What follows belongs to an exercise in optimizing a design on an open flow for small area, a short achievable clock period and few clock cycles per item; a production flow would make more cautious choices.
No run shown here included a check of the RTL's function; only the layout flow was run.

$ cat design/flow/design.v
module fir_top (
    input  wire       clk,
    input  wire       resetN,
    input  wire       sampleClk,
    input  wire [7:0] sample,
    output reg  [7:0] sum,
    output reg        dav
);
   reg [7:0] h1, h2, h3, h4, h5, h6, h7, h8;
   reg [8:0] s23, s14, s16;
   reg [9:0] m3;
   reg [19:0] t1, t2;
   reg [3:0] ic;
   wire busy = ~ic[3] | ~ic[2];
   wire en = sampleClk | busy;
   wire [7:0] xin = busy ? 8'd0 : sample;
   wire s_1, c_2;
   ha us_1 (h1[0], h2[0], s_1, c_2);
   wire s_3, c_4;
   ha us_3 (h1[1], h2[1], s_3, c_4);
   wire s_5, c_6;
   ha us_5 (h1[2], h2[2], s_5, c_6);
   wire s_7, c_8;
   ha us_7 (h1[3], h2[3], s_7, c_8);
   wire s_9, c_10;
   ha us_9 (h1[4], h2[4], s_9, c_10);
   wire s_11, c_12;
   ha us_11 (h1[5], h2[5], s_11, c_12);
   wire s_13, c_14;
   ha us_13 (h1[6], h2[6], s_13, c_14);
   wire s_15, c_16;
   ha us_15 (h1[7], h2[7], s_15, c_16);
   wire s_17, c_18;
   ha us_17 (h1[7], h2[7], s_17, c_18);
   wire G_19 = c_4 | (s_3 & c_2);
   wire G_21 = c_6 | (s_5 & c_4);
   wire P_22 = s_5 & s_3;
   wire G_23 = c_8 | (s_7 & c_6);
   wire P_24 = s_7 & s_5;
   wire G_25 = c_10 | (s_9 & c_8);
   wire P_26 = s_9 & s_7;
   wire G_27 = c_12 | (s_11 & c_10);
   wire P_28 = s_11 & s_9;
   wire G_29 = c_14 | (s_13 & c_12);
   wire P_30 = s_13 & s_11;
   wire G_31 = c_16 | (s_15 & c_14);
   wire P_32 = s_15 & s_13;
   wire G_33 = c_18 | (s_17 & c_16);
   wire P_34 = s_17 & s_15;
   wire G_35 = G_21 | (P_22 & c_2);
   wire G_37 = G_23 | (P_24 & G_19);
   wire G_39 = G_25 | (P_26 & G_21);
   wire P_40 = P_26 & P_22;
   wire G_41 = G_27 | (P_28 & G_23);
   wire P_42 = P_28 & P_24;
   wire G_43 = G_29 | (P_30 & G_25);
   wire P_44 = P_30 & P_26;
   wire G_45 = G_31 | (P_32 & G_27);
   wire P_46 = P_32 & P_28;
   wire G_47 = G_33 | (P_34 & G_29);
   wire P_48 = P_34 & P_30;
   wire G_49 = G_39 | (P_40 & c_2);
   wire G_51 = G_41 | (P_42 & G_19);
   wire G_53 = G_43 | (P_44 & G_35);
   wire G_55 = G_45 | (P_46 & G_37);
   wire G_57 = G_47 | (P_48 & G_39);
   wire P_58 = P_48 & P_40;
   wire G_59 = G_57 | (P_58 & c_2);
   wire [8:0] s23n;
   assign s23n[0] = ~(s_1);
   assign s23n[1] = ~(s_3 ^ c_2);
   assign s23n[2] = ~(s_5 ^ G_19);
   assign s23n[3] = ~(s_7 ^ G_35);
   assign s23n[4] = ~(s_9 ^ G_37);
   assign s23n[5] = ~(s_11 ^ G_49);
   assign s23n[6] = ~(s_13 ^ G_51);
   assign s23n[7] = ~(s_15 ^ G_53);
   assign s23n[8] = s_17 ^ G_55;
   wire s_61, c_62;
   ha us_61 (xin[0], h3[0], s_61, c_62);
   wire s_63, c_64;
   ha us_63 (xin[1], h3[1], s_63, c_64);
   wire s_65, c_66;
   ha us_65 (xin[2], h3[2], s_65, c_66);
   wire s_67, c_68;
   ha us_67 (xin[3], h3[3], s_67, c_68);
   wire s_69, c_70;
   ha us_69 (xin[4], h3[4], s_69, c_70);
   wire s_71, c_72;
   ha us_71 (xin[5], h3[5], s_71, c_72);
   wire s_73, c_74;
   ha us_73 (xin[6], h3[6], s_73, c_74);
   wire s_75, c_76;
   ha us_75 (xin[7], h3[7], s_75, c_76);
   wire s_77, c_78;
   ha us_77 (xin[7], h3[7], s_77, c_78);
   wire G_79 = c_64 | (s_63 & c_62);
   wire G_81 = c_66 | (s_65 & c_64);
   wire P_82 = s_65 & s_63;
   wire G_83 = c_68 | (s_67 & c_66);
   wire P_84 = s_67 & s_65;
   wire G_85 = c_70 | (s_69 & c_68);
   wire P_86 = s_69 & s_67;
   wire G_87 = c_72 | (s_71 & c_70);
   wire P_88 = s_71 & s_69;
   wire G_89 = c_74 | (s_73 & c_72);
   wire P_90 = s_73 & s_71;
   wire G_91 = c_76 | (s_75 & c_74);
   wire P_92 = s_75 & s_73;
   wire G_93 = c_78 | (s_77 & c_76);
   wire P_94 = s_77 & s_75;
   wire G_95 = G_81 | (P_82 & c_62);
   wire G_97 = G_83 | (P_84 & G_79);
   wire G_99 = G_85 | (P_86 & G_81);
   wire P_100 = P_86 & P_82;
   wire G_101 = G_87 | (P_88 & G_83);
   wire P_102 = P_88 & P_84;
   wire G_103 = G_89 | (P_90 & G_85);
   wire P_104 = P_90 & P_86;
   wire G_105 = G_91 | (P_92 & G_87);
   wire P_106 = P_92 & P_88;
   wire G_107 = G_93 | (P_94 & G_89);
   wire P_108 = P_94 & P_90;
   wire G_109 = G_99 | (P_100 & c_62);
   wire G_111 = G_101 | (P_102 & G_79);
   wire G_113 = G_103 | (P_104 & G_95);
   wire G_115 = G_105 | (P_106 & G_97);
   wire G_117 = G_107 | (P_108 & G_99);
   wire P_118 = P_108 & P_100;
   wire G_119 = G_117 | (P_118 & c_62);
   wire [8:0] s14n;
   assign s14n[0] = ~(s_61);
   assign s14n[1] = ~(s_63 ^ c_62);
   assign s14n[2] = ~(s_65 ^ G_79);
   assign s14n[3] = ~(s_67 ^ G_95);
   assign s14n[4] = ~(s_69 ^ G_97);
   assign s14n[5] = ~(s_71 ^ G_109);
   assign s14n[6] = ~(s_73 ^ G_111);
   assign s14n[7] = ~(s_75 ^ G_113);
   assign s14n[8] = s_77 ^ G_115;
   wire s_121, c_122;
   ha us_121 (xin[0], h5[0], s_121, c_122);
   wire s_123, c_124;
   ha us_123 (xin[1], h5[1], s_123, c_124);
   wire s_125, c_126;
   ha us_125 (xin[2], h5[2], s_125, c_126);
   wire s_127, c_128;
   ha us_127 (xin[3], h5[3], s_127, c_128);
   wire s_129, c_130;
   ha us_129 (xin[4], h5[4], s_129, c_130);
   wire s_131, c_132;
   ha us_131 (xin[5], h5[5], s_131, c_132);
   wire s_133, c_134;
   ha us_133 (xin[6], h5[6], s_133, c_134);
   wire s_135, c_136;
   ha us_135 (xin[7], h5[7], s_135, c_136);
   wire s_137, c_138;
   ha us_137 (xin[7], h5[7], s_137, c_138);
   wire G_139 = c_124 | (s_123 & c_122);
   wire G_141 = c_126 | (s_125 & c_124);
   wire P_142 = s_125 & s_123;
   wire G_143 = c_128 | (s_127 & c_126);
   wire P_144 = s_127 & s_125;
   wire G_145 = c_130 | (s_129 & c_128);
   wire P_146 = s_129 & s_127;
   wire G_147 = c_132 | (s_131 & c_130);
   wire P_148 = s_131 & s_129;
   wire G_149 = c_134 | (s_133 & c_132);
   wire P_150 = s_133 & s_131;
   wire G_151 = c_136 | (s_135 & c_134);
   wire P_152 = s_135 & s_133;
   wire G_153 = c_138 | (s_137 & c_136);
   wire P_154 = s_137 & s_135;
   wire G_155 = G_141 | (P_142 & c_122);
   wire G_157 = G_143 | (P_144 & G_139);
   wire G_159 = G_145 | (P_146 & G_141);
   wire P_160 = P_146 & P_142;
   wire G_161 = G_147 | (P_148 & G_143);
   wire P_162 = P_148 & P_144;
   wire G_163 = G_149 | (P_150 & G_145);
   wire P_164 = P_150 & P_146;
   wire G_165 = G_151 | (P_152 & G_147);
   wire P_166 = P_152 & P_148;
   wire G_167 = G_153 | (P_154 & G_149);
   wire P_168 = P_154 & P_150;
   wire G_169 = G_159 | (P_160 & c_122);
   wire G_171 = G_161 | (P_162 & G_139);
   wire G_173 = G_163 | (P_164 & G_155);
   wire G_175 = G_165 | (P_166 & G_157);
   wire G_177 = G_167 | (P_168 & G_159);
   wire P_178 = P_168 & P_160;
   wire G_179 = G_177 | (P_178 & c_122);
   wire [8:0] s16n;
   assign s16n[0] = ~(s_121);
   assign s16n[1] = ~(s_123 ^ c_122);
   assign s16n[2] = ~(s_125 ^ G_139);
   assign s16n[3] = ~(s_127 ^ G_155);
   assign s16n[4] = ~(s_129 ^ G_157);
   assign s16n[5] = ~(s_131 ^ G_169);
   assign s16n[6] = ~(s_133 ^ G_171);
   assign s16n[7] = ~(s_135 ^ G_173);
   assign s16n[8] = s_137 ^ G_175;
   wire s_181, c_182;
   ha us_181 (xin[1], xin[0], s_181, c_182);
   wire s_183, c_184;
   ha us_183 (xin[2], xin[1], s_183, c_184);
   wire s_185, c_186;
   ha us_185 (xin[3], xin[2], s_185, c_186);
   wire s_187, c_188;
   ha us_187 (xin[4], xin[3], s_187, c_188);
   wire s_189, c_190;
   ha us_189 (xin[5], xin[4], s_189, c_190);
   wire s_191, c_192;
   ha us_191 (xin[6], xin[5], s_191, c_192);
   wire s_193, c_194;
   ha us_193 (xin[7], xin[6], s_193, c_194);
   wire s_195, c_196;
   ha us_195 (xin[7], xin[7], s_195, c_196);
   wire s_197, c_198;
   ha us_197 (xin[7], xin[7], s_197, c_198);
   wire G_199 = c_182 | (s_181 & 1'b0);
   wire G_201 = c_184 | (s_183 & c_182);
   wire P_202 = s_183 & s_181;
   wire G_203 = c_186 | (s_185 & c_184);
   wire P_204 = s_185 & s_183;
   wire G_205 = c_188 | (s_187 & c_186);
   wire P_206 = s_187 & s_185;
   wire G_207 = c_190 | (s_189 & c_188);
   wire P_208 = s_189 & s_187;
   wire G_209 = c_192 | (s_191 & c_190);
   wire P_210 = s_191 & s_189;
   wire G_211 = c_194 | (s_193 & c_192);
   wire P_212 = s_193 & s_191;
   wire G_213 = c_196 | (s_195 & c_194);
   wire P_214 = s_195 & s_193;
   wire G_215 = c_198 | (s_197 & c_196);
   wire P_216 = s_197 & s_195;
   wire G_217 = G_201 | (P_202 & 1'b0);
   wire G_219 = G_203 | (P_204 & G_199);
   wire G_221 = G_205 | (P_206 & G_201);
   wire P_222 = P_206 & P_202;
   wire G_223 = G_207 | (P_208 & G_203);
   wire P_224 = P_208 & P_204;
   wire G_225 = G_209 | (P_210 & G_205);
   wire P_226 = P_210 & P_206;
   wire G_227 = G_211 | (P_212 & G_207);
   wire P_228 = P_212 & P_208;
   wire G_229 = G_213 | (P_214 & G_209);
   wire P_230 = P_214 & P_210;
   wire G_231 = G_215 | (P_216 & G_211);
   wire P_232 = P_216 & P_212;
   wire G_233 = G_221 | (P_222 & 1'b0);
   wire G_235 = G_223 | (P_224 & G_199);
   wire G_237 = G_225 | (P_226 & G_217);
   wire G_239 = G_227 | (P_228 & G_219);
   wire G_241 = G_229 | (P_230 & G_221);
   wire P_242 = P_230 & P_222;
   wire G_243 = G_231 | (P_232 & G_223);
   wire P_244 = P_232 & P_224;
   wire G_245 = G_241 | (P_242 & 1'b0);
   wire G_247 = G_243 | (P_244 & G_199);
   wire [9:0] m3n;
   assign m3n[0] = ~(xin[0]);
   assign m3n[1] = ~(s_181 ^ 1'b0);
   assign m3n[2] = ~(s_183 ^ G_199);
   assign m3n[3] = ~(s_185 ^ G_217);
   assign m3n[4] = ~(s_187 ^ G_219);
   assign m3n[5] = ~(s_189 ^ G_233);
   assign m3n[6] = ~(s_191 ^ G_235);
   assign m3n[7] = ~(s_193 ^ G_237);
   assign m3n[8] = ~(s_195 ^ G_239);
   assign m3n[9] = s_197 ^ G_245;
   wire s_249, c_250;
   fa us_249 (~s23[0], s14[1], 1'b1, s_249, c_250);
   wire s_251, c_252;
   fa us_251 (~s23[1], s14[2], s14[0], s_251, c_252);
   wire s_253, c_254;
   fa us_253 (~s23[2], s23[0], 1'b1, s_253, c_254);
   wire s_255, c_256;
   fa us_255 (s14[3], s14[1], c_252, s_255, c_256);
   wire s_257, c_258;
   fa us_257 (~s23[3], s23[1], 1'b1, s_257, c_258);
   wire s_259, c_260;
   fa us_259 (s14[4], s14[2], s14[0], s_259, c_260);
   wire s_261, c_262;
   fa us_261 (c_254, s_257, s_259, s_261, c_262);
   wire s_263, c_264;
   fa us_263 (~s23[4], s23[2], s14[5], s_263, c_264);
   wire s_265, c_266;
   fa us_265 (s14[3], s14[1], c_258, s_265, c_266);
   wire s_267, c_268;
   fa us_267 (c_260, s_263, c_262, s_267, c_268);
   wire s_269, c_270;
   fa us_269 (~s23[5], s23[3], s14[6], s_269, c_270);
   wire s_271, c_272;
   fa us_271 (s14[4], s14[2], c_264, s_271, c_272);
   wire s_273, c_274;
   fa us_273 (s_269, c_266, s_271, s_273, c_274);
   wire s_275, c_276;
   fa us_275 (~s23[6], s23[4], s23[0], s_275, c_276);
   wire s_277, c_278;
   fa us_277 (s14[7], s14[5], s14[3], s_277, c_278);
   wire s_279, c_280;
   fa us_279 (c_270, s_275, s_277, s_279, c_280);
   wire s_281, c_282;
   ha us_281 (c_272, s_279, s_281, c_282);
   wire s_283, c_284;
   fa us_283 (~s23[7], s23[5], 1'b1, s_283, c_284);
   wire s_285, c_286;
   fa us_285 (s23[1], s14[8], s14[6], s_285, c_286);
   wire s_287, c_288;
   fa us_287 (s14[4], ~s14[0], c_276, s_287, c_288);
   wire s_289, c_290;
   fa us_289 (c_278, s_283, s_285, s_289, c_290);
   wire s_291, c_292;
   fa us_291 (c_280, s_287, s_289, s_291, c_292);
   wire s_293, c_294;
   fa us_293 (~s23[8], s23[6], s23[2], s_293, c_294);
   wire s_295, c_296;
   fa us_295 (s14[7], s14[5], ~s14[1], s_295, c_296);
   wire s_297, c_298;
   fa us_297 (c_284, c_286, s_293, s_297, c_298);
   wire s_299, c_300;
   fa us_299 (s_295, c_288, c_290, s_299, c_300);
   wire s_301, c_302;
   fa us_301 (s_297, c_292, s_299, s_301, c_302);
   wire s_303, c_304;
   fa us_303 (s23[7], s23[3], 1'b1, s_303, c_304);
   wire s_305, c_306;
   fa us_305 (~s23[0], s14[8], s14[6], s_305, c_306);
   wire s_307, c_308;
   fa us_307 (~s14[2], c_294, c_296, s_307, c_308);
   wire s_309, c_310;
   fa us_309 (s_303, s_305, c_298, s_309, c_310);
   wire s_311, c_312;
   fa us_311 (s_307, c_300, s_309, s_311, c_312);
   wire s_313, c_314;
   fa us_313 (s23[8], s23[4], s14[7], s_313, c_314);
   wire s_315, c_316;
   fa us_315 (s23[1], s14[3], ~c_304, s_315, c_316);
   wire s_317, c_318;
   fa us_317 (c_306, s_313, c_308, s_317, c_318);
   wire s_319, c_320;
   fa us_319 (~s_315, c_310, s_317, s_319, c_320);
   wire s_321, c_322;
   fa us_321 (s23[5], ~s23[2], s14[8], s_321, c_322);
   wire s_323, c_324;
   fa us_323 (~s14[4], c_314, s_321, s_323, c_324);
   wire s_325, c_326;
   fa us_325 (~c_316, s_323, c_318, s_325, c_326);
   wire s_327, c_328;
   fa us_327 (s23[6], ~s23[3], 1'b1, s_327, c_328);
   wire s_329, c_330;
   fa us_329 (~s14[5], c_322, s_327, s_329, c_330);
   wire s_331, c_332;
   ha us_331 (c_324, s_329, s_331, c_332);
   wire s_333, c_334;
   fa us_333 (s23[7], ~s23[4], 1'b1, s_333, c_334);
   wire s_335, c_336;
   fa us_335 (~s14[6], c_328, s_333, s_335, c_336);
   wire s_337, c_338;
   ha us_337 (c_330, s_335, s_337, c_338);
   wire s_339, c_340;
   fa us_339 (s23[8], ~s23[5], 1'b1, s_339, c_340);
   wire s_341, c_342;
   fa us_341 (~s14[7], c_334, s_339, s_341, c_342);
   wire s_343, c_344;
   ha us_343 (c_336, s_341, s_343, c_344);
   wire s_345, c_346;
   ha us_345 (s23[6], s14[8], s_345, c_346);
   wire s_347, c_348;
   fa us_347 (~s_345, c_340, c_342, s_347, c_348);
   wire s_349, c_350;
   xr xs_349 (s23[7], c_346, s_349);
   nr ns_349 (s23[7], c_346, c_350);
   wire s_351, c_352;
   ha us_351 (s14[0], 1'b1, s_351, c_352);
   wire s_353, c_354;
   ha us_353 (c_250, s_251, s_353, c_354);
   wire s_355, c_356;
   ha us_355 (s_253, s_255, s_355, c_356);
   wire s_357, c_358;
   ha us_357 (c_256, s_261, s_357, c_358);
   wire s_359, c_360;
   ha us_359 (s_265, s_267, s_359, c_360);
   wire s_361, c_362;
   ha us_361 (c_268, s_273, s_361, c_362);
   wire s_363, c_364;
   ha us_363 (c_274, s_281, s_363, c_364);
   wire s_365, c_366;
   ha us_365 (c_282, s_291, s_365, c_366);
   wire s_367, c_368;
   ha us_367 (c_302, s_311, s_367, c_368);
   wire s_369, c_370;
   ha us_369 (c_312, s_319, s_369, c_370);
   wire s_371, c_372;
   ha us_371 (c_320, s_325, s_371, c_372);
   wire s_373, c_374;
   ha us_373 (c_326, s_331, s_373, c_374);
   wire s_375, c_376;
   ha us_375 (c_332, s_337, s_375, c_376);
   wire s_377, c_378;
   ha us_377 (c_338, s_343, s_377, c_378);
   wire s_379, c_380;
   ha us_379 (c_344, s_347, s_379, c_380);
   wire s_381, c_382;
   ha us_381 (c_348, s_349, s_381, c_382);
   wire s_383, c_384;
   xr xs_383 (s23[8], c_350, s_383);
   anb ns_383 (s23[8], c_350, c_384);
   wire G_385 = 1'b0 | (s_249 & c_352);
   wire G_387 = c_354 | (s_353 & 1'b0);
   wire P_388 = s_353 & s_249;
   wire G_389 = c_356 | (s_355 & c_354);
   wire P_390 = s_355 & s_353;
   wire G_391 = c_358 | (s_357 & c_356);
   wire P_392 = s_357 & s_355;
   wire G_393 = c_360 | (s_359 & c_358);
   wire P_394 = s_359 & s_357;
   wire G_395 = c_362 | (s_361 & c_360);
   wire P_396 = s_361 & s_359;
   wire G_397 = c_364 | (s_363 & c_362);
   wire P_398 = s_363 & s_361;
   wire G_399 = c_366 | (s_365 & c_364);
   wire P_400 = s_365 & s_363;
   wire G_401 = 1'b0 | (s_301 & c_366);
   wire P_402 = s_301 & s_365;
   wire G_403 = c_368 | (s_367 & 1'b0);
   wire P_404 = s_367 & s_301;
   wire G_405 = c_370 | (s_369 & c_368);
   wire P_406 = s_369 & s_367;
   wire G_407 = c_372 | (s_371 & c_370);
   wire P_408 = s_371 & s_369;
   wire G_409 = c_374 | (s_373 & c_372);
   wire P_410 = s_373 & s_371;
   wire G_411 = c_376 | (s_375 & c_374);
   wire P_412 = s_375 & s_373;
   wire G_413 = c_378 | (s_377 & c_376);
   wire P_414 = s_377 & s_375;
   wire G_415 = c_380 | (s_379 & c_378);
   wire P_416 = s_379 & s_377;
   wire G_417 = c_382 | (s_381 & c_380);
   wire P_418 = s_381 & s_379;
   wire G_419 = c_384 | (~s_383 & c_382);
   wire P_420 = ~s_383 & s_381;
   wire G_421 = 1'b0 | (1'b1 & c_384);
   wire P_422 = 1'b1 & ~s_383;
   wire G_423 = G_387 | (P_388 & c_352);
   wire G_425 = G_389 | (P_390 & G_385);
   wire G_427 = G_391 | (P_392 & G_387);
   wire P_428 = P_392 & P_388;
   wire G_429 = G_393 | (P_394 & G_389);
   wire P_430 = P_394 & P_390;
   wire G_431 = G_395 | (P_396 & G_391);
   wire P_432 = P_396 & P_392;
   wire G_433 = G_397 | (P_398 & G_393);
   wire P_434 = P_398 & P_394;
   wire G_435 = G_399 | (P_400 & G_395);
   wire P_436 = P_400 & P_396;
   wire G_437 = G_401 | (P_402 & G_397);
   wire P_438 = P_402 & P_398;
   wire G_439 = G_403 | (P_404 & G_399);
   wire P_440 = P_404 & P_400;
   wire G_441 = G_405 | (P_406 & G_401);
   wire P_442 = P_406 & P_402;
   wire G_443 = G_407 | (P_408 & G_403);
   wire P_444 = P_408 & P_404;
   wire G_445 = G_409 | (P_410 & G_405);
   wire P_446 = P_410 & P_406;
   wire G_447 = G_411 | (P_412 & G_407);
   wire P_448 = P_412 & P_408;
   wire G_449 = G_413 | (P_414 & G_409);
   wire P_450 = P_414 & P_410;
   wire G_451 = G_415 | (P_416 & G_411);
   wire P_452 = P_416 & P_412;
   wire G_453 = G_417 | (P_418 & G_413);
   wire P_454 = P_418 & P_414;
   wire G_455 = G_419 | (P_420 & G_415);
   wire P_456 = P_420 & P_416;
   wire G_457 = G_421 | (P_422 & G_417);
   wire P_458 = P_422 & P_418;
   wire G_459 = G_427 | (P_428 & c_352);
   wire G_461 = G_429 | (P_430 & G_385);
   wire G_463 = G_431 | (P_432 & G_423);
   wire G_465 = G_433 | (P_434 & G_425);
   wire G_467 = G_435 | (P_436 & G_427);
   wire P_468 = P_436 & P_428;
   wire G_469 = G_437 | (P_438 & G_429);
   wire P_470 = P_438 & P_430;
   wire G_471 = G_439 | (P_440 & G_431);
   wire P_472 = P_440 & P_432;
   wire G_473 = G_441 | (P_442 & G_433);
   wire P_474 = P_442 & P_434;
   wire G_475 = G_443 | (P_444 & G_435);
   wire P_476 = P_444 & P_436;
   wire G_477 = G_445 | (P_446 & G_437);
   wire P_478 = P_446 & P_438;
   wire G_479 = G_447 | (P_448 & G_439);
   wire P_480 = P_448 & P_440;
   wire G_481 = G_449 | (P_450 & G_441);
   wire P_482 = P_450 & P_442;
   wire G_483 = G_451 | (P_452 & G_443);
   wire P_484 = P_452 & P_444;
   wire G_485 = G_453 | (P_454 & G_445);
   wire P_486 = P_454 & P_446;
   wire G_487 = G_455 | (P_456 & G_447);
   wire P_488 = P_456 & P_448;
   wire G_489 = G_457 | (P_458 & G_449);
   wire P_490 = P_458 & P_450;
   wire G_491 = G_467 | (P_468 & c_352);
   wire G_493 = G_469 | (P_470 & G_385);
   wire G_495 = G_471 | (P_472 & G_423);
   wire G_497 = G_473 | (P_474 & G_425);
   wire G_499 = G_475 | (P_476 & G_459);
   wire G_501 = G_477 | (P_478 & G_461);
   wire G_503 = G_479 | (P_480 & G_463);
   wire G_505 = G_481 | (P_482 & G_465);
   wire G_507 = G_483 | (P_484 & G_467);
   wire P_508 = P_484 & P_468;
   wire G_509 = G_485 | (P_486 & G_469);
   wire P_510 = P_486 & P_470;
   wire G_511 = G_487 | (P_488 & G_471);
   wire P_512 = P_488 & P_472;
   wire G_513 = G_489 | (P_490 & G_473);
   wire P_514 = P_490 & P_474;
   wire G_515 = G_507 | (P_508 & c_352);
   wire G_517 = G_509 | (P_510 & G_385);
   wire G_519 = G_511 | (P_512 & G_423);
   wire G_521 = G_513 | (P_514 & G_425);
   wire [19:0] t2n;
   assign t2n[0] = s_351;
   assign t2n[1] = s_249 ^ c_352;
   assign t2n[2] = s_353 ^ G_385;
   assign t2n[3] = s_355 ^ G_423;
   assign t2n[4] = s_357 ^ G_425;
   assign t2n[5] = s_359 ^ G_459;
   assign t2n[6] = s_361 ^ G_461;
   assign t2n[7] = s_363 ^ G_463;
   assign t2n[8] = s_365 ^ G_465;
   assign t2n[9] = s_301 ^ G_491;
   assign t2n[10] = s_367 ^ G_493;
   assign t2n[11] = s_369 ^ G_495;
   assign t2n[12] = s_371 ^ G_497;
   assign t2n[13] = s_373 ^ G_499;
   assign t2n[14] = s_375 ^ G_501;
   assign t2n[15] = s_377 ^ G_503;
   assign t2n[16] = s_379 ^ G_505;
   assign t2n[17] = s_381 ^ G_515;
   assign t2n[18] = ~s_383 ^ G_517;
   assign t2n[19] = ~(1'b1 ^ G_519);
   wire s_523, c_524;
   fa us_523 (t2[2], s16[0], ~h7[2], s_523, c_524);
   wire s_525, c_526;
   fa us_525 (t2[3], s16[1], h7[0], s_525, c_526);
   wire s_527, c_528;
   fa us_527 (~h7[3], h8[0], c_524, s_527, c_528);
   wire s_529, c_530;
   fa us_529 (t2[4], s16[2], s16[0], s_529, c_530);
   wire s_531, c_532;
   fa us_531 (~h7[4], h7[1], h8[1], s_531, c_532);
   wire s_533, c_534;
   fa us_533 (c_526, s_529, s_531, s_533, c_534);
   wire s_535, c_536;
   fa us_535 (t2[5], s16[3], s16[1], s_535, c_536);
   wire s_537, c_538;
   fa us_537 (h7[5], ~h7[2], h7[0], s_537, c_538);
   wire s_539, c_540;
   fa us_539 (h8[2], c_530, c_532, s_539, c_540);
   wire s_541, c_542;
   fa us_541 (s_535, ~s_537, c_534, s_541, c_542);
   wire s_543, c_544;
   fa us_543 (t2[6], s16[4], s16[2], s_543, c_544);
   wire s_545, c_546;
   fa us_545 (s16[0], h7[3], h8[3], s_545, c_546);
   wire s_547, c_548;
   fa us_547 (h7[6], h7[1], ~c_536, s_547, c_548);
   wire s_549, c_550;
   fa us_549 (~c_538, s_543, s_545, s_549, c_550);
   wire s_551, c_552;
   fa us_551 (c_540, ~s_547, s_549, s_551, c_552);
   wire s_553, c_554;
   fa us_553 (t2[7], s16[5], s16[3], s_553, c_554);
   wire s_555, c_556;
   fa us_555 (s16[1], h7[7], h7[4], s_555, c_556);
   wire s_557, c_558;
   fa us_557 (~h7[2], h8[4], c_544, s_557, c_558);
   wire s_559, c_560;
   fa us_559 (c_546, s_553, s_555, s_559, c_560);
   wire s_561, c_562;
   fa us_561 (~c_548, c_550, s_557, s_561, c_562);
   wire s_563, c_564;
   fa us_563 (s_559, c_552, s_561, s_563, c_564);
   wire s_565, c_566;
   fa us_565 (t2[8], s16[6], s16[4], s_565, c_566);
   wire s_567, c_568;
   fa us_567 (s16[2], h7[5], h8[5], s_567, c_568);
   wire s_569, c_570;
   fa us_569 (~h7[3], c_554, c_556, s_569, c_570);
   wire s_571, c_572;
   fa us_571 (s_565, s_567, c_558, s_571, c_572);
   wire s_573, c_574;
   fa us_573 (c_560, s_569, c_562, s_573, c_574);
   wire s_575, c_576;
   fa us_575 (s_571, c_564, s_573, s_575, c_576);
   wire s_577, c_578;
   fa us_577 (t2[9], s16[7], s16[5], s_577, c_578);
   wire s_579, c_580;
   fa us_579 (s16[3], h7[6], h8[6], s_579, c_580);
   wire s_581, c_582;
   fa us_581 (~h7[4], c_566, c_568, s_581, c_582);
   wire s_583, c_584;
   fa us_583 (s_577, s_579, c_570, s_583, c_584);
   wire s_585, c_586;
   fa us_585 (s_581, c_572, s_583, s_585, c_586);
   wire s_587, c_588;
   ha us_587 (c_574, s_585, s_587, c_588);
   wire s_589, c_590;
   fa us_589 (t2[10], s16[8], s16[6], s_589, c_590);
   wire s_591, c_592;
   fa us_591 (~s16[4], h7[7], h7[5], s_591, c_592);
   wire s_593, c_594;
   fa us_593 (~h8[7], c_578, c_580, s_593, c_594);
   wire s_595, c_596;
   fa us_595 (s_589, ~s_591, c_582, s_595, c_596);
   wire s_597, c_598;
   fa us_597 (s_593, c_584, s_595, s_597, c_598);
   wire s_599, c_600;
   ha us_599 (c_586, s_597, s_599, c_600);
   wire s_601, c_602;
   fa us_601 (t2[11], s16[7], s16[5], s_601, c_602);
   wire s_603, c_604;
   fa us_603 (h7[6], ~c_590, c_592, s_603, c_604);
   wire s_605, c_606;
   fa us_605 (s_601, c_594, ~s_603, s_605, c_606);
   wire s_607, c_608;
   fa us_607 (c_596, s_605, c_598, s_607, c_608);
   wire s_609, c_610;
   fa us_609 (t2[12], s16[8], s16[6], s_609, c_610);
   wire s_611, c_612;
   fa us_611 (h7[7], c_602, s_609, s_611, c_612);
   wire s_613, c_614;
   fa us_613 (~c_604, s_611, c_606, s_613, c_614);
   wire s_615, c_616;
   fa us_615 (t2[13], s16[7], c_610, s_615, c_616);
   wire s_617, c_618;
   ha us_617 (c_612, s_615, s_617, c_618);
   wire s_619, c_620;
   fa us_619 (t2[14], s16[8], c_616, s_619, c_620);
   wire s_621, c_622;
   xr xs_621 (t2[0], h7[0], s_621);
   anb ns_621 (h7[0], t2[0], c_622);
   wire s_623, c_624;
   xr xs_623 (t2[1], h7[1], s_623);
   anb ns_623 (h7[1], t2[1], c_624);
   wire s_625, c_626;
   ha us_625 (s_525, s_527, s_625, c_626);
   wire s_627, c_628;
   ha us_627 (c_528, s_533, s_627, c_628);
   wire s_629, c_630;
   ha us_629 (s_539, s_541, s_629, c_630);
   wire s_631, c_632;
   ha us_631 (c_542, s_551, s_631, c_632);
   wire s_633, c_634;
   ha us_633 (c_576, s_587, s_633, c_634);
   wire s_635, c_636;
   ha us_635 (c_588, s_599, s_635, c_636);
   wire s_637, c_638;
   ha us_637 (c_600, s_607, s_637, c_638);
   wire s_639, c_640;
   ha us_639 (c_608, s_613, s_639, c_640);
   wire s_641, c_642;
   ha us_641 (c_614, s_617, s_641, c_642);
   wire s_643, c_644;
   ha us_643 (c_618, s_619, s_643, c_644);
   wire s_645, c_646;
   ha us_645 (t2[15], c_620, s_645, c_646);
   wire G_647 = c_624 | (~s_623 & c_622);
   wire G_649 = 1'b0 | (s_523 & c_624);
   wire P_650 = s_523 & ~s_623;
   wire G_651 = c_626 | (s_625 & 1'b0);
   wire P_652 = s_625 & s_523;
   wire G_653 = c_628 | (s_627 & c_626);
   wire P_654 = s_627 & s_625;
   wire G_655 = c_630 | (s_629 & c_628);
   wire P_656 = s_629 & s_627;
   wire G_657 = c_632 | (s_631 & c_630);
   wire P_658 = s_631 & s_629;
   wire G_659 = 1'b0 | (s_563 & c_632);
   wire P_660 = s_563 & s_631;
   wire G_661 = 1'b0 | (s_575 & 1'b0);
   wire P_662 = s_575 & s_563;
   wire G_663 = c_634 | (s_633 & 1'b0);
   wire P_664 = s_633 & s_575;
   wire G_665 = c_636 | (s_635 & c_634);
   wire P_666 = s_635 & s_633;
   wire G_667 = c_638 | (s_637 & c_636);
   wire P_668 = s_637 & s_635;
   wire G_669 = c_640 | (s_639 & c_638);
   wire P_670 = s_639 & s_637;
   wire G_671 = c_642 | (s_641 & c_640);
   wire P_672 = s_641 & s_639;
   wire G_673 = c_644 | (s_643 & c_642);
   wire P_674 = s_643 & s_641;
   wire G_675 = c_646 | (s_645 & c_644);
   wire P_676 = s_645 & s_643;
   wire G_677 = 1'b0 | (t2[16] & c_646);
   wire P_678 = t2[16] & s_645;
   wire G_679 = 1'b0 | (t2[17] & 1'b0);
   wire P_680 = t2[17] & t2[16];
   wire G_681 = 1'b0 | (t2[18] & 1'b0);
   wire P_682 = t2[18] & t2[17];
   wire G_683 = 1'b0 | (t2[19] & 1'b0);
   wire P_684 = t2[19] & t2[18];
   wire G_685 = G_649 | (P_650 & c_622);
   wire G_687 = G_651 | (P_652 & G_647);
   wire G_689 = G_653 | (P_654 & G_649);
   wire P_690 = P_654 & P_650;
   wire G_691 = G_655 | (P_656 & G_651);
   wire P_692 = P_656 & P_652;
   wire G_693 = G_657 | (P_658 & G_653);
   wire P_694 = P_658 & P_654;
   wire G_695 = G_659 | (P_660 & G_655);
   wire P_696 = P_660 & P_656;
   wire G_697 = G_661 | (P_662 & G_657);
   wire P_698 = P_662 & P_658;
   wire G_699 = G_663 | (P_664 & G_659);
   wire P_700 = P_664 & P_660;
   wire G_701 = G_665 | (P_666 & G_661);
   wire P_702 = P_666 & P_662;
   wire G_703 = G_667 | (P_668 & G_663);
   wire P_704 = P_668 & P_664;
   wire G_705 = G_669 | (P_670 & G_665);
   wire P_706 = P_670 & P_666;
   wire G_707 = G_671 | (P_672 & G_667);
   wire P_708 = P_672 & P_668;
   wire G_709 = G_673 | (P_674 & G_669);
   wire P_710 = P_674 & P_670;
   wire G_711 = G_675 | (P_676 & G_671);
   wire P_712 = P_676 & P_672;
   wire G_713 = G_677 | (P_678 & G_673);
   wire P_714 = P_678 & P_674;
   wire G_715 = G_679 | (P_680 & G_675);
   wire P_716 = P_680 & P_676;
   wire G_717 = G_681 | (P_682 & G_677);
   wire P_718 = P_682 & P_678;
   wire G_719 = G_683 | (P_684 & G_679);
   wire P_720 = P_684 & P_680;
   wire G_721 = G_689 | (P_690 & c_622);
   wire G_723 = G_691 | (P_692 & G_647);
   wire G_725 = G_693 | (P_694 & G_685);
   wire G_727 = G_695 | (P_696 & G_687);
   wire G_729 = G_697 | (P_698 & G_689);
   wire P_730 = P_698 & P_690;
   wire G_731 = G_699 | (P_700 & G_691);
   wire P_732 = P_700 & P_692;
   wire G_733 = G_701 | (P_702 & G_693);
   wire P_734 = P_702 & P_694;
   wire G_735 = G_703 | (P_704 & G_695);
   wire P_736 = P_704 & P_696;
   wire G_737 = G_705 | (P_706 & G_697);
   wire P_738 = P_706 & P_698;
   wire G_739 = G_707 | (P_708 & G_699);
   wire P_740 = P_708 & P_700;
   wire G_741 = G_709 | (P_710 & G_701);
   wire P_742 = P_710 & P_702;
   wire G_743 = G_711 | (P_712 & G_703);
   wire P_744 = P_712 & P_704;
   wire G_745 = G_713 | (P_714 & G_705);
   wire P_746 = P_714 & P_706;
   wire G_747 = G_715 | (P_716 & G_707);
   wire P_748 = P_716 & P_708;
   wire G_749 = G_717 | (P_718 & G_709);
   wire P_750 = P_718 & P_710;
   wire G_751 = G_719 | (P_720 & G_711);
   wire P_752 = P_720 & P_712;
   wire G_753 = G_729 | (P_730 & c_622);
   wire G_755 = G_731 | (P_732 & G_647);
   wire G_757 = G_733 | (P_734 & G_685);
   wire G_759 = G_735 | (P_736 & G_687);
   wire G_761 = G_737 | (P_738 & G_721);
   wire G_763 = G_739 | (P_740 & G_723);
   wire G_765 = G_741 | (P_742 & G_725);
   wire G_767 = G_743 | (P_744 & G_727);
   wire G_769 = G_745 | (P_746 & G_729);
   wire P_770 = P_746 & P_730;
   wire G_771 = G_747 | (P_748 & G_731);
   wire P_772 = P_748 & P_732;
   wire G_773 = G_749 | (P_750 & G_733);
   wire P_774 = P_750 & P_734;
   wire G_775 = G_751 | (P_752 & G_735);
   wire P_776 = P_752 & P_736;
   wire G_777 = G_769 | (P_770 & c_622);
   wire G_779 = G_771 | (P_772 & G_647);
   wire G_781 = G_773 | (P_774 & G_685);
   wire G_783 = G_775 | (P_776 & G_687);
   wire [19:0] t1n;
   assign t1n[0] = ~s_621;
   assign t1n[1] = ~s_623 ^ c_622;
   assign t1n[2] = s_523 ^ G_647;
   assign t1n[3] = s_625 ^ G_685;
   assign t1n[4] = s_627 ^ G_687;
   assign t1n[5] = s_629 ^ G_721;
   assign t1n[6] = s_631 ^ G_723;
   assign t1n[7] = s_563 ^ G_725;
   assign t1n[8] = s_575 ^ G_727;
   assign t1n[9] = s_633 ^ G_753;
   assign t1n[10] = s_635 ^ G_755;
   assign t1n[11] = s_637 ^ G_757;
   assign t1n[12] = s_639 ^ G_759;
   assign t1n[13] = s_641 ^ G_761;
   assign t1n[14] = s_643 ^ G_763;
   assign t1n[15] = s_645 ^ G_765;
   assign t1n[16] = t2[16] ^ G_767;
   assign t1n[17] = t2[17] ^ G_777;
   assign t1n[18] = t2[18] ^ G_779;
   assign t1n[19] = ~(t2[19] ^ G_781);
   wire s_785, c_786;
   fa us_785 (t1[3], m3[0], ~h1[3], s_785, c_786);
   wire s_787, c_788;
   fa us_787 (t1[4], m3[1], ~h1[4], s_787, c_788);
   wire s_789, c_790;
   fa us_789 (t1[5], m3[2], ~h1[5], s_789, c_790);
   wire s_791, c_792;
   fa us_791 (t1[6], m3[3], ~h1[6], s_791, c_792);
   wire s_793, c_794;
   fa us_793 (t1[7], m3[4], h1[7], s_793, c_794);
   wire s_795, c_796;
   ha us_795 (t1[8], m3[5], s_795, c_796);
   wire s_797, c_798;
   ha us_797 (t1[9], m3[6], s_797, c_798);
   wire s_799, c_800;
   ha us_799 (t1[10], m3[7], s_799, c_800);
   wire s_801, c_802;
   ha us_801 (t1[11], m3[8], s_801, c_802);
   wire s_803, c_804;
   ha us_803 (t1[12], m3[9], s_803, c_804);
   wire s_805, c_806;
   xr xs_805 (t1[0], h1[0], s_805);
   anb ns_805 (h1[0], t1[0], c_806);
   wire s_807, c_808;
   xr xs_807 (t1[1], h1[1], s_807);
   anb ns_807 (h1[1], t1[1], c_808);
   wire s_809, c_810;
   xr xs_809 (t1[2], h1[2], s_809);
   anb ns_809 (h1[2], t1[2], c_810);
   wire s_811, c_812;
   ha us_811 (c_786, s_787, s_811, c_812);
   wire s_813, c_814;
   ha us_813 (c_788, s_789, s_813, c_814);
   wire s_815, c_816;
   ha us_815 (c_790, s_791, s_815, c_816);
   wire s_817, c_818;
   ha us_817 (c_792, s_793, s_817, c_818);
   wire s_819, c_820;
   ha us_819 (c_794, s_795, s_819, c_820);
   wire s_821, c_822;
   ha us_821 (c_796, s_797, s_821, c_822);
   wire s_823, c_824;
   ha us_823 (c_798, s_799, s_823, c_824);
   wire G_825 = c_808 | (~s_807 & c_806);
   wire G_827 = c_810 | (~s_809 & c_808);
   wire P_828 = ~s_809 & ~s_807;
   wire G_829 = 1'b0 | (s_785 & c_810);
   wire P_830 = s_785 & ~s_809;
   wire G_831 = c_812 | (s_811 & 1'b0);
   wire P_832 = s_811 & s_785;
   wire G_833 = c_814 | (s_813 & c_812);
   wire P_834 = s_813 & s_811;
   wire G_835 = c_816 | (s_815 & c_814);
   wire P_836 = s_815 & s_813;
   wire G_837 = c_818 | (s_817 & c_816);
   wire P_838 = s_817 & s_815;
   wire G_839 = c_820 | (s_819 & c_818);
   wire P_840 = s_819 & s_817;
   wire G_841 = c_822 | (s_821 & c_820);
   wire P_842 = s_821 & s_819;
   wire G_843 = c_824 | (s_823 & c_822);
   wire P_844 = s_823 & s_821;
   wire G_845 = 1'b0 | (1'b0 & c_824);
   wire P_846 = 1'b0 & s_823;
   wire G_847 = G_827 | (P_828 & c_806);
   wire G_849 = G_829 | (P_830 & G_825);
   wire G_851 = G_831 | (P_832 & G_827);
   wire P_852 = P_832 & P_828;
   wire G_853 = G_833 | (P_834 & G_829);
   wire P_854 = P_834 & P_830;
   wire G_855 = G_835 | (P_836 & G_831);
   wire P_856 = P_836 & P_832;
   wire G_857 = G_837 | (P_838 & G_833);
   wire P_858 = P_838 & P_834;
   wire G_859 = G_839 | (P_840 & G_835);
   wire P_860 = P_840 & P_836;
   wire G_861 = G_841 | (P_842 & G_837);
   wire P_862 = P_842 & P_838;
   wire G_863 = G_843 | (P_844 & G_839);
   wire P_864 = P_844 & P_840;
   wire G_865 = G_845 | (P_846 & G_841);
   wire P_866 = P_846 & P_842;
   wire G_867 = G_851 | (P_852 & c_806);
   wire G_869 = G_853 | (P_854 & G_825);
   wire G_871 = G_855 | (P_856 & G_847);
   wire G_873 = G_857 | (P_858 & G_849);
   wire G_875 = G_859 | (P_860 & G_851);
   wire P_876 = P_860 & P_852;
   wire G_877 = G_861 | (P_862 & G_853);
   wire P_878 = P_862 & P_854;
   wire G_879 = G_863 | (P_864 & G_855);
   wire P_880 = P_864 & P_856;
   wire G_881 = G_865 | (P_866 & G_857);
   wire P_882 = P_866 & P_858;
   wire G_883 = G_875 | (P_876 & c_806);
   wire G_885 = G_877 | (P_878 & G_825);
   wire G_887 = G_879 | (P_880 & G_847);
   wire G_889 = G_881 | (P_882 & G_849);
   wire [11:0] rl;
   assign rl[0] = ~s_805;
   assign rl[1] = ~s_807 ^ c_806;
   assign rl[2] = ~s_809 ^ G_825;
   assign rl[3] = s_785 ^ G_847;
   assign rl[4] = s_811 ^ G_849;
   assign rl[5] = s_813 ^ G_867;
   assign rl[6] = s_815 ^ G_869;
   assign rl[7] = s_817 ^ G_871;
   assign rl[8] = s_819 ^ G_873;
   assign rl[9] = s_821 ^ G_883;
   assign rl[10] = s_823 ^ G_885;
   assign rl[11] = 1'b0 ^ G_887;
   wire c11 = rl[11];
   wire s_891, c_892;
   ha us_891 (c_800, s_801, s_891, c_892);
   wire s_893, c_894;
   ha us_893 (c_802, s_803, s_893, c_894);
   wire s_895, c_896;
   ha us_895 (t1[13], c_804, s_895, c_896);
   wire G_897 = c_894 | (s_893 & c_892);
   wire G_899 = c_896 | (s_895 & c_894);
   wire P_900 = s_895 & s_893;
   wire G_901 = 1'b0 | (t1[14] & c_896);
   wire P_902 = t1[14] & s_895;
   wire G_903 = 1'b0 | (t1[15] & 1'b0);
   wire P_904 = t1[15] & t1[14];
   wire G_905 = 1'b0 | (t1[16] & 1'b0);
   wire P_906 = t1[16] & t1[15];
   wire G_907 = 1'b0 | (t1[17] & 1'b0);
   wire P_908 = t1[17] & t1[16];
   wire G_909 = 1'b0 | (t1[18] & 1'b0);
   wire P_910 = t1[18] & t1[17];
   wire G_911 = 1'b0 | (t1[19] & 1'b0);
   wire P_912 = t1[19] & t1[18];
   wire G_913 = G_899 | (P_900 & c_892);
   wire G_915 = G_901 | (P_902 & G_897);
   wire G_917 = G_903 | (P_904 & G_899);
   wire P_918 = P_904 & P_900;
   wire G_919 = G_905 | (P_906 & G_901);
   wire P_920 = P_906 & P_902;
   wire G_921 = G_907 | (P_908 & G_903);
   wire P_922 = P_908 & P_904;
   wire G_923 = G_909 | (P_910 & G_905);
   wire P_924 = P_910 & P_906;
   wire G_925 = G_911 | (P_912 & G_907);
   wire P_926 = P_912 & P_908;
   wire G_927 = G_917 | (P_918 & c_892);
   wire G_929 = G_919 | (P_920 & G_897);
   wire G_931 = G_921 | (P_922 & G_913);
   wire G_933 = G_923 | (P_924 & G_915);
   wire G_935 = G_925 | (P_926 & G_917);
   wire P_936 = P_926 & P_918;
   wire G_937 = G_935 | (P_936 & c_892);
   wire [8:0] q;
   assign q[0] = s_891;
   assign q[1] = s_893 ^ c_892;
   assign q[2] = s_895 ^ G_897;
   assign q[3] = t1[14] ^ G_913;
   assign q[4] = t1[15] ^ G_915;
   assign q[5] = t1[16] ^ G_927;
   assign q[6] = t1[17] ^ G_929;
   assign q[7] = t1[18] ^ G_931;
   assign q[8] = t1[19] ^ G_933;
   wire c7;
   carry7 uc7 (rl[9:3], sample[6:0], c7);
   wire [7:0] v1 = q[7:0] + 8'd1;
   wire [7:0] v2 = q[7:0] + 8'd2;
   wire signed [8:0] qs = q;
   wire [5:0] sp = {qs >= 9'sd126, qs >= 9'sd127, qs >= 9'sd127, qs >= 9'sd128, qs >= 9'sd128, qs >= 9'sd129};
   wire [5:0] sn = {qs < -9'sd130, qs < -9'sd129, qs < -9'sd129, qs < -9'sd128, qs < -9'sd128, qs < -9'sd127};
   wire [7:0] out0, out1, sumNext;
   outm uo0 (c11, rl[10], sample[7], 1'b0, q[7:0], v1, v2, sp, sn, out0);
   outm uo1 (c11, rl[10], sample[7], 1'b1, q[7:0], v1, v2, sp, sn, out1);
   mux8 uom (c7, out0, out1, sumNext);
   always @(posedge clk, negedge resetN)
     if (!resetN) begin
        ic <= 4'd0;
        dav <= 1'b0;
     end else begin
        if (busy) ic <= ic + 4'd1;
        dav <= sampleClk & ~busy;
     end
   always @(posedge clk) begin
      sum <= sumNext;
      if (en) begin
         t1 <= t1n; t2 <= t2n;
         s23 <= s23n; s14 <= s14n; s16 <= s16n;
         m3 <= m3n;
         h1 <= xin; h2 <= h1; h3 <= h2; h4 <= h3;
         h5 <= h4; h6 <= h5; h7 <= h6; h8 <= h7;
      end
   end
endmodule
module carry7 (input [6:0] a, input [6:0] b, output c);
   wire [7:0] s = {1'b0, a} + {1'b0, b};
   assign c = s[7];
endmodule
module outm (input c11, input r7, input x7, input c, input [7:0] v0,
             input [7:0] v1, input [7:0] v2, input [5:0] sp, input [5:0] sn,
             output reg [7:0] o);
   reg [5:0] k;
   always @* begin
      case ({c11, r7, x7, c})
        4'b0010: k = 6'b000001;
        4'b0000, 4'b0011, 4'b0110: k = 6'b000010;
        4'b0001, 4'b0100, 4'b0111, 4'b1010: k = 6'b000100;
        4'b0101, 4'b1000, 4'b1011, 4'b1110: k = 6'b001000;
        4'b1001, 4'b1100, 4'b1111: k = 6'b010000;
        4'b1101: k = 6'b100000;
        default: k = 6'b000000;
      endcase
      if (|(k & sp)) o = 8'h7f;
      else if (|(k & sn)) o = 8'h80;
      else if (k[5] | k[4]) o = v2;
      else if (k[3] | k[2]) o = v1;
      else o = v0;
   end
endmodule
module mux8 (input s, input [7:0] a, input [7:0] b, output [7:0] y);
   assign y = s ? b : a;
endmodule
module fa (input a, input b, input c, output s, output co);
   assign s = a ^ b ^ c;
   assign co = (a & b) | (a & c) | (b & c);
endmodule
module ha (input a, input b, output s, output co);
   assign s = a ^ b;
   assign co = a & b;
endmodule
module xr (input a, input b, output y);
   assign y = a ^ b;
endmodule
module nr (input a, input b, output y);
   assign y = ~(a | b);
endmodule
module anb (input a, input b, output y);
   assign y = ~a & b;
endmodule
$ cat design/flow/run.sh
#!/bin/bash
# synth_recipe.tcl (not shown) runs the flow's synth.tcl, then flattens the netlist and writes it again
# the make line also repeats each setting of config.mk as NAME=value (left out here)
make -C /OpenROAD-flow-scripts/flow DESIGN_CONFIG=/design/flow/config.mk WORK_HOME=/design/flow/orfs CLKGATE_MAP_FILE= SYNTH_SCRIPT=/design/flow/synth_recipe.tcl finish
$ cat design/flow/config.mk
export PLATFORM = sky130hd
export DESIGN_NAME = fir_top
export DESIGN_NICKNAME = fir_top
export VERILOG_FILES = /design/flow/design.v
export SDC_FILE = /design/flow/constraint.sdc
export NUM_CORES = 4
export LEC_CHECK = 0
export CAP_MARGIN = 20
export CORE_MARGIN = 2
export CORE_UTILIZATION = 65
export SETUP_SLACK_MARGIN = 5
export SLEW_MARGIN = 20
export SYNTH_HIERARCHICAL = 1
$ cat design/flow/constraint.sdc
create_clock -name core_clock -period 10.0 [get_ports {clk}]
set_input_delay 2.0000 -clock core_clock [delete_from_list [all_inputs] [get_ports {clk}]]
set_output_delay 2.0000 -clock core_clock [all_outputs]
set_load 0.01 [all_outputs]
==> flow_summary.yaml, run 1 <==
placed_design:
  dp_hpwl_mm: 18.2
  placement.io_buffers: 19
  globalplace.congestion: 0.866
logic_synthesis:
  synth_enable_flop_cells: 141
  yosys.area.top_type_share_pct: 35.6
  mappedNetlistArea_um2: 11900
  proportion_of_register_bits_with_asynchronous_set_or_reset_after_synthesis_pct: 3.25
  ys_top_cells_by_area: "sky130_fd_sc_hd__edfxtp_1 36%, sky130_fd_sc_hd__fa_1 16%, sky130_fd_sc_hd__ha_1 11%, sky130_fd_sc_hd__xnor2_1 3.2%, sky130_fd_sc_hd__a21oi_1 2.9%"
  syn-instance-count: 987
  yosysWarningCount: 8
  syn_avg_cell_area_um2: 12.0
  yosys.cell_types.count: 77
  synth_top_cell_by_area: "sky130_fd_sc_hd__edfxtp_1"
  synth_seq_cells: 154
  synth_sequential_area_ratio_pct: 38.0
  ys.flop_type: "sky130_fd_sc_hd__edfxtp_1"
route:
  post_route_wl_mm: 23.6
  route.detailed.wl_per_inst_um: 18.6
  vias: 7489
  drc: 0
  drt_iter0_markers: 488
  detail_route.vias_per_cell: 5.92
  final_antenna_net_count: 0
  drt-pass1-iter-count: 5
sta:
  post-route-min-period_ns: 4.54
  hold_slack_ns: 0.420
  timing.clock.skew_ns: 0.0132
  final_setup_viols: 0
  rsz_0062_raised_after_global_routing: "false"
  slew-limit-headroom_pct: 33.9
  report.final.slew_viol_count: 0
  fin_setup_tns_ns: 0
  max_slew.worst_pin.slew_ns: 0.992
  timing.final.crit_share_pct: 45.4
  max_clock_freq_mhz: 220
  final_report_hold_violation_count: 0
worst_setup_path:
  critical_path_required_ns: 10.18
  critical_path.startpoint_type: "flip-flop"
  ff2ff_setup_slack_ns: 5.46
  worstReg2RegStart: "s16[0]$_DFFE_PP_"
  worst_setup_path_category: "reg -> reg"
  cp-startpoint: "s16[0]$_DFFE_PP_"
  worst_ep_arrival_time_ns: 4.72
  path_max_fanout: 4
  critical_path.endpoint_type: "flip-flop"
clock_network:
  clock_tree_root_buffer_cell: "sky130_fd_sc_hd__clkbuf_16"
  tritoncts: "done"
  cts.htree.levels: 4
  cts_buffer_depth: 2
  postCtsSetupRepairBufs: 0
  postCtsResizedCells: 0
  cts_sinks: 154
  hold_buffers: 0
  clk_latency_ns: 0.43
  clk_transition_reported_paths_ns: 0.07
  tritoncts.num_buffers: 17
grt:
  grt_use_met3_pct: 4.78
  global_route_wire_length_before_repair_mm: 39.7
  grt_start_max_net_pins: 82
  grt.met2_usage_pct: 41.0
  grt_most_used_layer: "met2"
  groute.layer.met1.usage_pct: 37.7
  number_of_global_route_vias_before_repair: 7708
  grt_remaining_overflow: 0
  initial_antenna_violation_count: 0
  grtUsageTotal_pct: 26.2
die:
  floorplan.io_pins: 20
  dieArea_um2: 19400
  fp.dieH_um: 139
  floorplan.rows: 49
  die_w_um: 139
  core_area_um2: 18000
  starting_density_of_the_core_pct: 66.2
cells_and_area:
  drive_gt1_share_pct: 8.01
  antennaDiodeCount: 0
  design.final.nets: 1239
  area_growth_syn_to_layout_pct: 8.98
worst_hold_path:
  holdCritPathClass: "reg -> reg"
  worst_hold_startpoint: "h4[3]$_DFFE_PP_"
flow_run:
  maxCapViolCount: 0
outcome:
  run_status: "finished clean"
## critical path: stages (launching register included)
cell                       delay (ns)
sky130_fd_sc_hd__edfxtp_1        0.48
sky130_fd_sc_hd__fa_1            0.60
sky130_fd_sc_hd__fa_1            0.43
sky130_fd_sc_hd__fa_1            0.40
sky130_fd_sc_hd__fa_1            0.44
sky130_fd_sc_hd__fa_1            0.40
sky130_fd_sc_hd__ha_1            0.31
sky130_fd_sc_hd__and3_1          0.22
sky130_fd_sc_hd__nand2_1         0.07
sky130_fd_sc_hd__a21oi_1         0.11
sky130_fd_sc_hd__o21ai_1         0.12
sky130_fd_sc_hd__a221oi_2        0.36
sky130_fd_sc_hd__a41oi_1         0.18
sky130_fd_sc_hd__xor2_1          0.17
## worst paths after layout
| kind | end | cells past startpoint |
|---|---|---|
| setup / recovery | t1[19]$_DFFE_PP_ | 13 |
| hold / removal | h5[3]$_DFFE_PP_ | 0 |
| setup reg to reg | t1[19]$_DFFE_PP_ | 13 |
| hold reg to reg | h5[3]$_DFFE_PP_ | 0 |
| max in group asynchronous | ic[2]$_DFFE_PN0P_ | 1 |
| min in group asynchronous | ic[1]$_DFFE_PN0P_ | 1 |
## synthesized netlist by cell type (3+ instances only)
master and number:
sky130_fd_sc_hd__a31oi_1 5, sky130_fd_sc_hd__nor2b_4 7, sky130_fd_sc_hd__dfrtp_1 5, sky130_fd_sc_hd__nand3_1 20, sky130_fd_sc_hd__a41oi_1 3, sky130_fd_sc_hd__o21ai_1 5
sky130_fd_sc_hd__nor2_1 37, sky130_fd_sc_hd__o22ai_1 4, sky130_fd_sc_hd__inv_1 86, sky130_fd_sc_hd__xnor2_1 44, sky130_fd_sc_hd__o211ai_1 15, sky130_fd_sc_hd__a31o_1 16
sky130_fd_sc_hd__o21ai_0 22, sky130_fd_sc_hd__nand3b_1 3, sky130_fd_sc_hd__nand2b_1 23, sky130_fd_sc_hd__and2_1 5, sky130_fd_sc_hd__o21a_1 11, sky130_fd_sc_hd__nand4_1 10
sky130_fd_sc_hd__nor3_1 11, sky130_fd_sc_hd__mux2_2 3, sky130_fd_sc_hd__xor2_1 35, sky130_fd_sc_hd__a21o_1 15, sky130_fd_sc_hd__nor2b_1 4, sky130_fd_sc_hd__and3_1 14
sky130_fd_sc_hd__mux2i_1 24, sky130_fd_sc_hd__ha_1 109, sky130_fd_sc_hd__a21oi_1 70, sky130_fd_sc_hd__edfxtp_1 141, sky130_fd_sc_hd__fa_1 96, sky130_fd_sc_hd__clkbuf_1 6
sky130_fd_sc_hd__o31ai_1 3, sky130_fd_sc_hd__mux2_4 8, sky130_fd_sc_hd__or2_2 8, sky130_fd_sc_hd__dfxtp_1 8, sky130_fd_sc_hd__nand2_1 44, sky130_fd_sc_hd__buf_1 4
sky130_fd_sc_hd__a211oi_1 4, sky130_fd_sc_hd__buf_6 3
## cells in the final DEF (no fill, tap or decap), types with 20 or more instances in the layout
master                     instances
sky130_fd_sc_hd__a21oi_1          70
sky130_fd_sc_hd__edfxtp_1        141
sky130_fd_sc_hd__fa_1             96
sky130_fd_sc_hd__ha_1            109
sky130_fd_sc_hd__inv_1            86
sky130_fd_sc_hd__mux2i_1          24
sky130_fd_sc_hd__nand2_1          44
sky130_fd_sc_hd__nand2b_1         23
sky130_fd_sc_hd__nand3_1          20
sky130_fd_sc_hd__nor2_1           37
sky130_fd_sc_hd__o21ai_0          22
sky130_fd_sc_hd__xnor2_1          44
sky130_fd_sc_hd__xor2_1           35
## registers in the layout, indices dropped and copies added (netlist names)
name  flops
h7        8
h2        8
h8        8
t2       20
t1       20
dav       1
s16       9
m3       10
h6        8
h5        8
h3        8
s14       9
s23       9
ic        4
sum       8
h4        8
h1        8
## modules after synthesis, one instance, submodules excluded, a selection
module,copies in the design,cells
fa,96,1
xr,6,1
anb,6,1
carry7,1,14
nr,1,1
ha,86,1
mux8,1,9
fir_top,1,611
## metrics by stage
step	area (um2)	setup slack (ns)	cells	util, %
4_1_cts	13000	5.47	1265	72.1
2_1_floorplan	11900	5.75	998	-
3_5_place_dp	12400	5.34	1233	68.8
3_3_place_gp	12400	5.35	1233	68.8
5_1_grt	13000	5.20	1265	72.1
6_report	13000	5.46	1265	72.1
## cell type report
cell class	instances	area, um2
Multi-Input combinational cell	740	7000
Clock inverter	14	173
Timing Repair Buffer	23	220
Sequential cell	154	4520
Fill cell	1262	5010
Inverter	87	327
Clock buffer	18	429
Tap cell	229	287
## cells by family after synthesis
logic type	Yosys count	synth area share [%]
compound gates	202	11.7
xor+xnor	81	6.19
fa+ha+maj	205	27.6
buf+inv	104	3.56
flops	154	38.0
mux	37	3.50
other cells	2	0.0632
simple gates	202	9.39
## layer usage
| metal | share of wire [%] | up-vias |
|---|---|---|
| met4 | 1.9 | 0 |
| met3 | 4.3 | 27 |
| met1 | 47 | 3713 |
| li1 | - | 3611 |
| met2 | 47 | 138 |
| met5 | 0 | - |
==> run 2, diff against run 1 <==
--- a/design/flow/config.mk
+++ b/design/flow/config.mk
@@ -9,3 +9,3 @@
 export CORE_MARGIN = 2
-export CORE_UTILIZATION = 65
+export CORE_UTILIZATION = 40
 export SETUP_SLACK_MARGIN = 5
==> run 2 against run 1 <==
  * Register-to-register slack worse by 0.08 ns
  * Sequential share of layout area is 0.54 points lower
  * Final cell count is 13% higher
  * Die area is 60% higher
  * Synthesized cell count stayed put
  * Critical path type unchanged
  * Largest cell class unchanged
  * Highest routed layer unchanged
==> flow_summary.yaml, run 2 <==
worst_setup_path:
  path_max_fanout: 4
  worst_r2r_path_depth: 12
  worstPathBufferInverterCount: 0
  worst_ep_arrival_time_ns: 4.79
  worst_path_most_repeated_cell: "sky130_fd_sc_hd__fa_1"
  path_cells: "fa_1 -> fa_1 -> fa_1 -> fa_1 -> fa_1 -> ha_1 -> and3_1 -> a31oi_1 -> a211oi_1 -> o31ai_1 -> a21oi_1 -> xor2_1"
  crit_path_top_delay_cell: "sky130_fd_sc_hd__fa_1"
  critical_path_required_ns: 10.18
  ff2ff_setup_slack_ns: 5.38
  path_delay_family: "adder cells"
  critical_path.startpoint_type: "flip-flop"
  critical_path.reg2reg.endpoint: "t1[18]$_DFFE_PP_"
  worstReg2RegStart: "s16[0]$_DFFE_PP_"
  timing.critical_path.slowest_cell_delay_ns: 0.59
  worst_setup_path_category: "reg -> reg"
  critical_path.endpoint_type: "flip-flop"
sta:
  report.final.slew_viol_count: 0
  worst_slack_ns: 5.38
  rsz_0062_raised_after_global_routing: "false"
  final_report_hold_violation_count: 0
  max_clock_freq_mhz: 217
  timing.clock.skew_ns: 0.00963
  final_setup_viols: 0
  fin_setup_tns_ns: 0
  timing.final.crit_share_pct: 46.2
  max_slew.worst_pin.slew_ns: 0.927
  slew-limit-headroom_pct: 38.2
  post-route-min-period_ns: 4.62
die:
  floorplan.io_pins: 20
  core_area_um2: 29500
  dieArea_um2: 31100
  fp.dieH_um: 176
  starting_density_of_the_core_pct: 40.3
  floorplan.rows: 63
  die_w_um: 176
cells_and_area:
  design.final.nets: 1239
  antennaDiodeCount: 0
  mostFrequentLayoutCells: "141 x sky130_fd_sc_hd__edfxtp_1, 109 x sky130_fd_sc_hd__ha_1, 96 x sky130_fd_sc_hd__fa_1, 86 x sky130_fd_sc_hd__inv_1, 70 x sky130_fd_sc_hd__a21oi_1"
  reg_top3: "t1 x20, t2 x20, m3 x10"
  fillerInstances: 2717
  multi_input_comb_area_um2: 7000
  layout.core_utilization_pct: 44.6
  final-instance-count-excl-fill: 1426
  area_growth_syn_to_layout_pct: 10.7
  drive_gt1_share_pct: 8.11
  seqCellArea_um2: 4520
  layout_commonest_cell: "sky130_fd_sc_hd__edfxtp_1"
logic_synthesis:
  synth_sequential_area_ratio_pct: 38.0
  mappedNetlistArea_um2: 11900
  yosys.cell_types.count: 77
  syn_avg_cell_area_um2: 12.0
  synth_top_cell_by_area: "sky130_fd_sc_hd__edfxtp_1"
  synth_enable_flop_cells: 141
  yosysWarningCount: 8
  post-synth-top-count-cell: "sky130_fd_sc_hd__edfxtp_1"
  synth_seq_cells: 154
  syn-instance-count: 987
  yosys.area.top_type_share_pct: 35.6
  ys.flop_type: "sky130_fd_sc_hd__edfxtp_1"
  ys_top_cells_by_count: "141 x sky130_fd_sc_hd__edfxtp_1, 109 x sky130_fd_sc_hd__ha_1, 96 x sky130_fd_sc_hd__fa_1"
  proportion_of_register_bits_with_asynchronous_set_or_reset_after_synthesis_pct: 3.25
  ys_top_cells_by_area: "sky130_fd_sc_hd__edfxtp_1 36%, sky130_fd_sc_hd__fa_1 16%, sky130_fd_sc_hd__ha_1 11%, sky130_fd_sc_hd__xnor2_1 3.2%, sky130_fd_sc_hd__a21oi_1 2.9%"
route:
  final_antenna_net_count: 0
  vias: 7346
  drt_iter0_markers: 395
  detailroute.wirelength.met2_mm: 11.6
  drt-pass1-iter-count: 4
  drc: 0
  route.detailed.wl_per_inst_um: 16.5
  highest-signal-layer: "met4"
  m1WireLength_mm: 11.2
  routed-wl-met3_um: 557
  post_route_wl_mm: 23.5
  detail_route.vias_per_cell: 5.15
clock_network:
  hold_buffers: 0
  tritoncts: "done"
  cts.htree.levels: 4
  cts_buffer_depth: 2
  clock_tree_root_buffer_cell: "sky130_fd_sc_hd__clkbuf_16"
  postCtsResizedCells: 0
  cts_sinks: 154
  postCtsSetupRepairBufs: 0
  tritoncts.num_buffers: 17
  clk_latency_ns: 0.43
  clk_transition_reported_paths_ns: 0.07
placed_design:
  place_inst: 1394
  globalplace.congestion: 0.855
  place_ws_ns: 5.34
  placement.io_buffers: 19
  dp_hpwl_mm: 18.4
grt:
  grt_start_max_net_pins: 75
  global_route_wire_length_before_repair_mm: 39.3
  initial_antenna_violation_count: 0
  number_of_global_route_vias_before_repair: 7578
  grt_remaining_overflow: 0
  grtUsageTotal_pct: 16.3
worst_hold_path:
  holdCritPathClass: "reg -> reg"
  hold_path_depth: 0
  worstHoldEndpoint: "h7[3]$_DFFE_PP_"
  worst_hold_startpoint: "h6[3]$_DFFE_PP_"
flow_run:
  maxCapViolCount: 0
outcome:
  run_status: "finished clean"
==> run 2: cell counts after synthesis <==
No cell type changed its count.
==> run 2: how the worst max path moves through the flow <==
stage	startpoint	to	cells past startpoint	slack [ns]
floorplan	s16[0]$_DFFE_PP_	t1[19]$_DFFE_PP_	13	5.75
global placement	sample[1]	m3[9]$_DFFE_PP_	11	5.32
detailed placement	sample[1]	m3[9]$_DFFE_PP_	11	5.34
CTS	s16[0]$_DFFE_PP_	t1[19]$_DFFE_PP_	13	5.35
global route	s16[0]$_DFFE_PP_	t1[19]$_DFFE_PP_	13	5.09
finish	s16[0]$_DFFE_PP_	t1[18]$_DFFE_PP_	12	5.38
==> run 2: layout make-up <==
class / instances / area share [%]
Clock buffer: 17 / 3.23
Clock inverter: 15 / 1.36
Inverter: 87 / 2.48
Multi-Input combinational cell: 740 / 53.2
Sequential cell: 154 / 34.3
Tap cell: 390 / 3.71
Timing Repair Buffer: 23 / 1.67
==> run 2: per-layer routing <==
layer	up-vias	track usage, %
met5	-	0
met4	0	3.79
met3	12	2.78
met2	82	27.7
met1	3642	21.7
li1	3610	-
==> run 2: logic make-up after synthesis <==
| group | count (synthesis) | share of synthesized area, % |
|---|---|---|
| mux | 37 | 3.50 |
| fa+ha+maj | 205 | 27.6 |
| xor+xnor | 81 | 6.19 |
| flops | 154 | 38.0 |
| compound gates | 202 | 11.7 |
| simple gates | 202 | 9.39 |
| buf+inv | 104 | 3.56 |
| other cells | 2 | 0.0632 |
==> run 2: worst reg2reg max path: stages (launching register included) <==
cell and delay, ns:
sky130_fd_sc_hd__edfxtp_1 0.47, sky130_fd_sc_hd__fa_1 0.59, sky130_fd_sc_hd__fa_1 0.44, sky130_fd_sc_hd__fa_1 0.42, sky130_fd_sc_hd__fa_1 0.43, sky130_fd_sc_hd__fa_1 0.41, sky130_fd_sc_hd__ha_1 0.34, sky130_fd_sc_hd__and3_1 0.19
sky130_fd_sc_hd__a31oi_1 0.30, sky130_fd_sc_hd__a211oi_1 0.16, sky130_fd_sc_hd__o31ai_1 0.34, sky130_fd_sc_hd__a21oi_1 0.13, sky130_fd_sc_hd__xor2_1 0.15
==> run 2: Yosys stat by module, one instance, submodules excluded <==
module / area [um2] / times used
fir_top: 7300 / 1
outm: 597 / 2
mux8: 131 / 1
carry7: 125 / 1
fa: 20.0 / 96
anb: 13.8 / 6
ha: 12.5 / 86
xr: 8.76 / 6
nr: 3.75 / 1
==> run 2: metrics by stage <==
| step | area, um2 | hold WS (ns) |
|---|---|---|
| detailed placement | 12600 | 0.405 |
| global placement | 12600 | 0.400 |
| floorplan | 11900 | 0.400 |
| CTS | 13200 | 0.420 |
| finish | 13200 | 0.415 |
| global route | 13200 | 0.426 |

-- static timing again, ports no longer ideal --
The results above use ideal ports. As a check the final layouts listed here were re-extracted and re-timed, cells and wires unchanged.
Step 1, drivers: a clkbuf_16 drives clk and a buf_2 each remaining input, both assumed.
Step 2, shift: input delay + t, output delay - t, t = (earliest + latest rising clock arrival at the registers) / 2. This alone moves slack from input paths to output paths.
Slacks: ideal ports / drivers / drivers and shift; pairs: ideal ports / drivers.
run | t (ns) | setup slack, ns | worst register clock-pin slew, ns
run 1 | 0.470 | 5.464 / 5.464 / 5.248 | 0.07 / 0.07
run 2 | 0.477 | 5.385 / 5.385 / 5.292 | 0.07 / 0.07
After both steps every run listed still meets setup and hold. For run 1, which loses most, drivers alone change the setup slack by 0.000 ns; drivers and shift together by -0.216 ns.
